Source: an optimization exercise on an open RTL-to-GDS flow (aim: small area and a short achievable clock period). Production flows keep margins and buffers that such runs may drop. RTL that was checked went through simulation tests only; none was proved equivalent to the original.

==> inputs of indigo <==
Design processor, start of the top module:
module processor(clk,reset,instr,PC,opcode,rd_index,rs_index,rt_index,shamt,constant,address,rd_value,rs_value,rt_value,low_out,high_out,SR);
==> flow/config.mk <==
export PLATFORM = sky130hd
export DESIGN_NAME = processor
export DESIGN_NICKNAME = processor
export VERILOG_FILES = /design/flow/design.v
export SDC_FILE = /design/flow/constraint.sdc
export NUM_CORES = 4
export LEC_CHECK = 0
export CAP_MARGIN = 20
export CORE_MARGIN = 2
export CORE_UTILIZATION = 55
export SETUP_SLACK_MARGIN = 0.4
export SLEW_MARGIN = 20
==> flow/constraint.sdc <==
create_clock -name core_clock -period 8.5 [get_ports {clk}]
set_input_delay 1.7000 -clock core_clock [delete_from_list [all_inputs] [get_ports {clk}]]
set_output_delay 1.7000 -clock core_clock [all_outputs]
set_load 0.01 [all_outputs]
standard.sh (not shown) runs the stock make flow with config.mk's settings and CLKGATE_MAP_FILE= SYNTH_SCRIPT=/design/flow/synth_recipe.tcl, a recipe that flattens the netlist after the stock synthesis.
==> flow/flow/run.sh <==
#!/bin/bash
# The standard layout (standard.sh), with one change: the port buffers that
# global placement inserts on every input and output are buf_1 cells instead
# of the resizer's default pick (clkdlybuf4s50_1, a delay cell).
set -euo pipefail
export BUFFER_PORTS_ARGS="-buffer_cell sky130_fd_sc_hd__buf_1"
bash standard.sh > standard.log 2>&1
==> onyx: changes against indigo <==
==> flow/flow/run.sh (replaced) <==
#!/bin/bash
# The standard layout (standard.sh), with one change: the port buffers that
# global placement inserts on every input and output are buf_4 cells instead
# of the resizer's default pick (clkdlybuf4s50_1, a delay cell).
set -euo pipefail
export BUFFER_PORTS_ARGS="-buffer_cell sky130_fd_sc_hd__buf_4"
bash standard.sh > standard.log 2>&1
==> flow/config.mk (replaced) <==
export PLATFORM = sky130hd
export DESIGN_NAME = processor
export DESIGN_NICKNAME = processor
export VERILOG_FILES = /design/flow/design.v
export SDC_FILE = /design/flow/constraint.sdc
export NUM_CORES = 4
export LEC_CHECK = 0
export CAP_MARGIN = 20
export CORE_MARGIN = 2
export CORE_UTILIZATION = 40
export SLEW_MARGIN = 20
==> harbor: changes against indigo <==
--- a/flow/design.v
+++ b/flow/design.v
@@ -19,17 +19,17 @@
 output  [3:0] opcode;
 output  [2:0] rd_index,rs_index,rt_index,shamt;
 output [5:0] constant;
 output [8:0] address;
 decode call(instr,opcode,rd_index,rs_index,rt_index,constant,shamt,address);
 endmodule
 `timescale 1ns / 1ps
-module mul16(a, b, s, c);
+module mul16(a, b, p);
 input [15:0] a, b;
-output [31:0] s, c;
+output [31:0] p;
   wire [15:0] pp [0:15];
   genvar gi;
   generate for (gi = 0; gi < 16; gi = gi + 1) begin : g_pp
     assign pp[gi] = b & {16{a[gi]}};
   end endgenerate
   wire t1 = pp[0][13] ^ pp[1][12];
   wire t2 = pp[0][13] & pp[1][12];
@@ -447,16 +447,17 @@
   wire t414 = (t358 & t359) | (t358 & t309) | (t359 & t309);
   wire t415 = t360 ^ t361 ^ pp[15][12];
   wire t416 = (t360 & t361) | (t360 & pp[15][12]) | (t361 & pp[15][12]);
   wire t417 = t362 ^ t363 ^ pp[15][13];
   wire t418 = (t362 & t363) | (t362 & pp[15][13]) | (t363 & pp[15][13]);
   wire t419 = t364 ^ pp[14][15] ^ pp[15][14];
   wire t420 = (t364 & pp[14][15]) | (t364 & pp[15][14]) | (pp[14][15] & pp[15][14]);
-  assign s = {1'b0, t420, t418, t416, t414, t412, t410, t408, t406, t404, t402, t400, t398, t396, t394, t392, t390, t388, t386, t384, t382, t380, t378, t376, t374, t372, t370, t368, t366, t365, pp[0][1], pp[0][0]};
-  assign c = {1'b0, pp[15][15], t419, t417, t415, t413, t411, t409, t407, t405, t403, t401, t399, t397, t395, t393, t391, t389, t387, t385, t383, t381, t379, t377, t375, t373, t371, t369, t367, pp[2][0], pp[1][0], 1'b0};
+  wire [31:0] ra = {1'b0, t420, t418, t416, t414, t412, t410, t408, t406, t404, t402, t400, t398, t396, t394, t392, t390, t388, t386, t384, t382, t380, t378, t376, t374, t372, t370, t368, t366, t365, pp[0][1], pp[0][0]};
+  wire [31:0] rb = {1'b0, pp[15][15], t419, t417, t415, t413, t411, t409, t407, t405, t403, t401, t399, t397, t395, t393, t391, t389, t387, t385, t383, t381, t379, t377, t375, t373, t371, t369, t367, pp[2][0], pp[1][0], 1'b0};
+  assign p = ra + rb;
 endmodule
 `timescale 1ns / 1ps
 `timescale 1ns / 1ps
 module processor(clk,reset,instr,PC,opcode,rd_index,rs_index,rt_index,shamt,constant,address,rd_value,rs_value,rt_value,low_out,high_out,SR);
 input clk,reset;
 input [15:0] instr;
 output [7:0] PC;
@@ -466,15 +467,15 @@
 output [8:0] address;
 output [15:0] rd_value,rs_value,rt_value,low_out,high_out,SR;
 control_unit cal1(instr,opcode,rd_index,rs_index,rt_index,shamt,constant,address);
 wire [3:0] op = opcode;
 reg [7:0] pc;
 reg [15:0] R [0:7];
 reg [15:0] RAM [0:7];
-reg [31:0] ps, pc2;    
+reg [15:0] mul_a, mul_b;    
 reg [3:0] flags_q;
 wire op_r    = ~op[3];                  
 wire op_rs   = ~(op[3] & op[2]);        
 wire is_sw   = (op == 4'd11);
 wire is_mul  = (op == 4'd3);
 wire wr_en   = ~(is_mul | (op[3] & (op[2] | (op[1] & op[0]))));
 reg [15:0] rs_v, rt_v, st_v;
@@ -519,17 +520,16 @@
 			ma_hot[j] = ma_hot[j] | (cl[v] & r02[(j - v) & 7]);
 		ram_rd = ram_rd | (RAM[j] & {16{ma_hot[j]}});
 	end
 end
 wire ones_hi = &rs_v[15:6];
 wire ma_ok = carry3 ? (ones_hi & eq_n1)
                     : (ch[0] ? ~(|rs_v[15:3]) : (ones_hi & eq_n0x));
-wire [31:0] mul_s, mul_c;
-mul16 mul(rs_v, rt_v, mul_s, mul_c);
-wire [31:0] prod = ps + pc2;
+wire [31:0] prod;
+mul16 mul(mul_a, mul_b, prod);
 wire [15:0] lo = prod[15:0];
 wire [15:0] hi = prod[31:16];
 reg [15:0] rdv;
 always @(*) begin
 	case (op)
 	4'd0, 4'd8: rdv = sum;
 	4'd1: rdv = rs_v << shamt;
@@ -552,16 +552,16 @@
 assign low_out = lo;
 assign high_out = hi;
 assign PC = pc;
 integer k;
 always @(posedge clk, posedge reset) begin
 	if (reset) begin
 		pc <= 8'd0;
-		ps <= 32'd0;
-		pc2 <= 32'd0;
+		mul_a <= 16'd0;
+		mul_b <= 16'd0;
 		flags_q <= 4'd0;
 		for (k = 0; k < 8; k = k + 1) R[k] <= 7 - k;
 		RAM[0] <= 16'd1;
 		RAM[1] <= 16'd5;
 		RAM[2] <= 16'd0;
 		RAM[3] <= 16'd0;
 		RAM[4] <= 16'd3;
@@ -569,16 +569,16 @@
 		RAM[6] <= 16'd1;
 		RAM[7] <= 16'd1;
 	end else begin
 		if (pc > 8'd14) pc <= 8'd0;
 		else if (op[3] & op[2] & ~(op[1] & op[0])) pc <= pc + address[7:0];
 		else pc <= pc + 8'd1;
 		if (is_mul) begin
-			ps <= mul_s;
-			pc2 <= mul_c;
+			mul_a <= rs_v;
+			mul_b <= rt_v;
 		end
 		flags_q <= flags;
 		if (wr_en) R[rd_index] <= rdv;
 		for (k = 0; k < 8; k = k + 1)
 			if (is_sw & ma_ok & ma_hot[k]) RAM[k] <= st_v;
 	end
 end
==> flow/flow/run.sh (replaced) <==
#!/bin/bash
# The standard layout (standard.sh), with one change: the port buffers that
# global placement inserts on every input and output are buf_2 cells instead
# of the resizer's default pick (clkdlybuf4s50_1, a delay cell).
set -euo pipefail
export BUFFER_PORTS_ARGS="-buffer_cell sky130_fd_sc_hd__buf_2"
bash standard.sh > standard.log 2>&1
==> flow/config.mk (replaced) <==
export PLATFORM = sky130hd
export DESIGN_NAME = processor
export DESIGN_NICKNAME = processor
export VERILOG_FILES = /design/flow/design.v
export SDC_FILE = /design/flow/constraint.sdc
export NUM_CORES = 4
export LEC_CHECK = 0
export CAP_MARGIN = 20
export CORE_MARGIN = 2
export CORE_UTILIZATION = 50
export SLEW_MARGIN = 20
==> load_flow_metrics.sql <==
INSERT INTO impl_metrics (metric_group, metric, value, unit) VALUES
('worst_setup_path', 'rr_endpoint', 'R[2][14]', ''),
('layout', 'fillCellCount', '4796', ''),
('layout', 'final_cell_count_no_fill', '3744', ''),
('layout', 'post-route-util', '57.5', '%'),
('grt', 'global_route.usage.total', '36.3', '%'),
('synthesis', 'synth.top_cells.by_area', 'sky130_fd_sc_hd__dfrtp_1 26%, sky130_fd_sc_hd__fa_1 15%, sky130_fd_sc_hd__mux2_2 7.0%', ''),
('timing', 'least_margin_pin_slew', '1.20', 'ns'),
('synthesis', 'synthMostInstantiatedCell', 'sky130_fd_sc_hd__inv_1', ''),
('status', 'run_status', 'finished clean', ''),
('placement', 'place_area', '29000', 'sq um'),
('die', 'die_h', '236', 'microns'),
('synthesis', 'post_synth_mux_area_share', '11.8', '%');
the above is filed under harbor

==> load_flow_metrics.sql <==
INSERT INTO impl_metrics (metric_group, metric, value, unit) VALUES
('status', 'run_status', 'finished clean', ''),
('worst_setup_path', 'rr_endpoint', 'pc2[16]', ''),
('layout', 'final_cell_count_no_fill', '4017', ''),
('die', 'die_h', '264', 'microns'),
('grt', 'global_route.usage.total', '31.5', '%'),
('synthesis', 'synthMostInstantiatedCell', 'sky130_fd_sc_hd__nand2_1', '');
the above is filed under onyx

==> load_flow_metrics.sql <==
INSERT INTO impl_metrics (metric_group, metric, value, unit) VALUES
('status', 'run_status', 'finished clean', ''),
('worst_setup_path', 'rr_endpoint', 'pc2[18]', ''),
('cts', 'cts_repair_resize_count', '6', ''),
('detailed_routing', 'number_of_vias_after_detailed_routing', '24900', ''),
('timing', 'final_setup_fails', '0', ''),
('worst_setup_path', 'cp-end-kind', 'primary output', ''),
('timing', 'least_margin_pin_slew', '1.03', 'ns'),
('synthesis', 'synth_fa_ha_area_share', '19.5', '%'),
('placement', 'place_area', '28400', 'sq um'),
('synthesis', 'post_synth_mux_area_share', '6.24', '%'),
('layout', 'fillCellCount', '4234', ''),
('layout', 'post-route-util', '61.4', '%'),
('worst_setup_path', 'critical-path-top-delay-family', 'compound AO/OA/AOI/OAI gates', '');
the above is filed under indigo

Only the layout flow was run in harbor; the RTL was not checked for function there.

[re-timing with driven ports]
The flow's constraints put no driver on any port. The routed layouts listed below were extracted and timed again, unchanged, in two steps. Step 1 assumes that a clkbuf_16 drives the clock port and a buf_2 every other input. Step 2 times the ports against the registers' clock, not the clock port: input delays grow and output delays shrink by t, the midpoint of the rising clock arrivals with the driver on. Slacks: ideal ports / drivers / drivers and shift; pairs: ideal ports / drivers.
| run | t (ns) | slack for setup (ns) | worst setup path at the end | cell pins on the clock port's net |
|---|---|---|---|---|
| indigo | 0.634 | 0.533 / 0.511 / 0.511 | input to output | 1 |
| onyx | 0.654 | 0.183 / 0.161 / 0.161 | input to output | 1 |
| harbor | 0.617 | 0.146 / 0.085 / 0.246 | input to output | 1 |
After both steps setup and hold are still met in every run listed.
